From an optimization exercise on the open Yosys and OpenROAD flow, aimed at small area, a short achievable clock period and few clock cycles per item; shortcuts taken in it are not production practice. Function was checked by simulation only, so behaviour that the tests miss may differ from the original.

==> flow/design.v (outline; a module is shown in full before it is edited, if it fits) <==
// module precalc: 1696 lines
module precalc(
  input clk,
  input rst,
  input [121:0] vertices_data,
  input vertices_empty,
  output vertices_pull,
  output reg [216:0] triangle_data,
  input triangle_full,
  output reg triangle_push
);
  // ...
==> flow/run.sh <==
#!/bin/bash
# synth_recipe.tcl (not shown) runs the flow's synth.tcl, then flattens the netlist and writes it again
# the make line also repeats each setting of config.mk as NAME=value (left out here)
make -C /OpenROAD-flow-scripts/flow DESIGN_CONFIG=/design/flow/config.mk WORK_HOME=/design/flow/orfs CLKGATE_MAP_FILE= SYNTH_SCRIPT=/design/flow/synth_recipe.tcl finish
==> flow/config.mk <==
export PLATFORM = sky130hd
export DESIGN_NAME = precalc
export DESIGN_NICKNAME = precalc
export VERILOG_FILES = /design/flow/design.v
export SDC_FILE = /design/flow/constraint.sdc
export NUM_CORES = 4
export LEC_CHECK = 0
export ABC_AREA = 1
export CAP_MARGIN = 20
export CORE_MARGIN = 2
export CORE_UTILIZATION = 60
export SETUP_SLACK_MARGIN = 2.6
export SLEW_MARGIN = 20
==> flow/constraint.sdc <==
create_clock -name core_clock -period 5.5 [get_ports {clk}]
set_input_delay 1.1000 -clock core_clock [delete_from_list [all_inputs] [get_ports {clk}]]
set_output_delay 1.1000 -clock core_clock [all_outputs]
set_load 0.01 [all_outputs]
==> impl_results.md, run 1 <==
* Die X at 568.6 um
* Sequential share of cell area at 0.3676
* Slowest Stage Delay on Critical Path at around 600 ps
* I/O pin total at about 350
* CTS Buffer Depth at 4
* PortBufs at 344
* Leading cell kind: multi-input combinational cells
* Clk_skew at roughly 81 ps
* WL/cell at a little under 20 um
* H-Tree Depth at 5
* Syn nets at 24.83k
* Grt met3 use at 0.04516
* CTS Buf Count at between 300 and 400
* Post-CTS setup buffers at ~170
* Adder-cell share of the synthesized area at 0.2004
* Mean Syn Cell Area at around 8.6 um2
* Final hold violations at 0
* Met2 Usage GRT at 0.5380
* Final WS setup at 2399 ps
* Layout cells sized above 1 at 0.08450
* Outcome: finished clean
* Final setup vio count at 0
* Layout Utilization at 0.6897
* Via count at 146.7k
* Die area at between 0.3 and 0.4 mm2
Testbench counts, summed over its fixed seeds: cycles 656, items 512.
==> run 2: changes to the inputs <==
--- a/flow/config.mk
+++ b/flow/config.mk
@@ -10,3 +10,3 @@
 export CORE_MARGIN = 2
-export CORE_UTILIZATION = 60
+export CORE_UTILIZATION = 40
 export SETUP_SLACK_MARGIN = 2.6
==> run 2 against run 1 <==
Utilization is 22 points lower. First-iteration DRC count is 14% lower. Critical endpoint is now Q_s3[4]$_SDFF_PP1_. Flip-flop and latch count is the same. Critical path type unchanged.
==> impl_results.md, run 2 <==
* Sink Count at between 4k and 5k
* Number of remaining DRC errors at 0
* Relative max-transition margin at 0.2327
* Post-Syn Instances at about 22k
* Layout cells sized above 1 at 0.08636 (+0.001861)
* Global Route Usage Sum at 0.2178
* Routed vias/inst at roughly 4.8
* CP bufs+invs at 1
* Fillers at ~46k
* Outcome: finished clean
* Most frequent cells in the layout: nand2_1, dfxtp_1, inv_1
* Final wirelength at about 540000 um
* Die X at 695.5 um (+22%)
* Fin nets at ~26k
* Startpoint Class: flop
* Largest registers: v1_s1 (38), v2_s1 (38), v3_s1 (38)
* RSZ-0062 raised after global routing: yes
* Final Critical Period at a little over 3000 ps
* Compound-Gate Fraction of Synth Area at 0.08817
* Most frequent cells after synthesis: nand2_1, dfxtp_1, inv_1
* I/O pin total at 345 (unchanged)
* Rows at around 250
* Mean Syn Cell Area at 8.613 um2 (unchanged)
* Layout Utilization at 0.4692 (-0.2205)
* Fmax at between 300 and 400 MHz
* Area grow syn2layout at 16.64%
* Final Cycle Share at 0.5546
* Xor/xnor share of the synthesized area at 0.04255
* Final setup vio count at 0 (unchanged)
* Largest family of logic cells by synthesized area: adder cells
* Async set or reset register ratio after synthesis at 0
* Maxcap violations at 0
* Ys Warns at 1
* Most common cell after layout, fill and taps aside: nand2_1
* Crit path max-delay family: adder cells
* DRT Pass-1 Iters at 14
* Pre-CTS setup slack at just over 800 ps
* Cell with the most instances after synthesis: nand2_1
* Mux cell area share after synthesis at 0.0007916
* H-Tree Depth at 5 (unchanged)
* RD Place Congestion at a little under 1
* CP Class: reg2reg
* Fin Setup TNS at 0 ps
* Worst Tran Pin Value at between 1000 and 1500 ps
* Die area at 0.4837 mm2 (+50%)
* Gr ovfl total at 0
* Yosys top cell area share at 0.4199
* Worst Hold Class: reg2reg
* Final hold violations at 0 (unchanged)
* Final WS setup at 2450 ps (+50.80 ps)
* Number of synthesized flops with an enable pin at 0
* Clk root buf: clkbuf_16
* Syn nets at 24.83k (unchanged)
* Synth cell types at between 80 and 90
* CTS tree: built
* Largest net degree at the start of global routing at between 40 and 50
* Max-slew violations at 0
* Initial antenna violation count at 45
* Crit path top cell by count: nand2_2
* PortBufs at 344 (unchanged)
* Synth Area in Simple Gates at 0.1604
* Final ANT Viol Nets at 0
* CP max stage cell: fa_2
* First-pass GRT wire length at approximately 820000 um
* CTS Buffer Depth at 4 (unchanged)
* Clk_skew at 147.9 ps (+66.47 ps)
* Slowest Stage Delay on Critical Path at 590 ps (about the same)
* Main synth FF type: dfxtp_1
* CTS Buf Count at 415 (+7.8%)
* Sequential fraction of the synthesis area at 0.4199
* Worst-path cell chain: fa_2 -> fa_1 -> ha_4 -> nand2_4 -> nor2_4 -> buf_4 -> a21oi_4 -> o21ai_4 -> nand2_2 -> nand2_2 -> nand2_2 -> nand2_2 -> nand2_2 -> nand2_2 -> a21oi_1 -> o21ai_0 -> nand2_1
* Initial DRC count at between 9k and 10k
* WL/cell at 18.09 um (-7.5%)
* Via count at 144.1k (-1.8%)
* WP data required at 6350 ps
* Clk slew on worst S/H paths at ~60 ps
* Clock latency on the worst-skew pair at 1080 ps
* Die Ht at about 700 um
* Worst Path Max Fanout at 4
* Vias in the first global route at approximately 140k
* Adder-cell share of the synthesized area at 0.2004 (unchanged)
* Critical Path End Type: flop
* Core region area at approximately 0.48 mm2
* Post-DP HPWL at 424000 um
* Worst EP arrival at 3900 ps
* Mapped Area at between 0.15 and 0.2 mm2
* Initial Utilization at 0.4023
* Synthesized flop and latch total at ~4k
* Leading area contributor after synthesis: dfxtp_1
* Top cells by area, synth: dfxtp_1, ha_1, fa_1
==> run 2: cells by family after synthesis <==
logic type               Yosys count
AND/OR/NAND/NOR                 7346
adder cells (fa/ha/maj)         2498
flip-flops                      4012
buffers and inverters           4420
AO/OA/AOI/OAI                   2992
XOR/XNOR                         924
multiplexers                      15
==> run 2: path summary, 6_finish.rpt <==
| check | startpoint | endpoint | slack, ps | cells after the start |
|---|---|---|---|---|
| worst max-delay path | qm_cs2_s2[12]$_DFF_P_ | Q_s3[4]$_SDFF_PP1_ | 2450 | 17 |
| worst min-delay path | b3_s2[2]$_DFF_P_ | b3_s3[2]$_DFF_P_ | 240 | 0 |
| worst max register to register | qm_cs2_s2[12]$_DFF_P_ | Q_s3[4]$_SDFF_PP1_ | 2450 | 17 |
| worst min register to register | b3_s2[2]$_DFF_P_ | b3_s3[2]$_DFF_P_ | 240 | 0 |
==> run 2: metrics by stage <==
stage | area (um2) | instances | hold WS (ps)
after floorplan | 191900 | 22207 | 309.6
after global placement | 202000 | 28625 | 309.5
after detailed placement | 202000 | 28626 | 312.1
after CTS | 219300 | 29588 | 248.5
after global routing | 223000 | 29945 | 249.3
final | 223100 | 29968 | 244.8
==> run 2: per-layer routing <==
layer	track usage	up-vias	wire length, um
li1	-	72051	-
met3	0.03010	1069	27620
met1	0.2753	67289	233300
met4	0.1054	12	30920
met5	0	-	76
met2	0.3659	3666	250300
==> run 2: layout make-up <==
type	instances	area, um2	share of cell area
diodes	192	480.5	0.002154
clock buffers	549	11510	0.05159
clock inverters	224	3080	0.01381
inverters	4047	15540	0.06967
multi-input cells	13778	96440	0.4323
flip-flops and latches	4012	80540	0.3610
well taps	6375	7976	0.03575
repair buffers	781	7452	0.03340
repair inverters	10	65.06	0.0002916
==> run 2: what timing repair did <==
| action | in CTS | in global routing |
|---|---|---|
| setup buffers | 178 | 173 |
| hold buffers | 0 | 0 |
| setup endpoints to repair | 805 | 573 |
| gates cloned | 11 | 15 |
| pin swaps | 61 | 205 |
| resized for setup | 540 | 569 |

[re-timing with driven ports]
No port has a modelled driver above. Below, the same layouts with a new extraction and two added sets of constraints. Step 1 sets driving cells, clkbuf_16 on the clock port and buf_2 on the other inputs (assumed; they add their load-dependent delay and slew). Step 2 times the ports against the registers' clock, not the clock port: input delays grow and output delays shrink by t, the midpoint of the rising clock arrivals with the driver on. Three values: ideal, step 1, step 2; two values: the first two.
| run | t, ns | setup WS [ns] | hold WS [ns] | clock arrival spread, ns |
|---|---|---|---|---|
| run 1 | 1.049 | 2.399 / 2.399 / 1.663 | 0.283 / 0.283 / 0.283 | 0.098 / 0.098 |
| run 2 | 1.121 | 2.450 / 2.450 / 1.584 | 0.245 / 0.245 / 0.245 | 0.170 / 0.170 |
After both steps setup and hold are still met in every run listed. For run 2, which loses most, drivers alone change the setup slack by 0.000 ns; drivers and shift together by -0.866 ns.
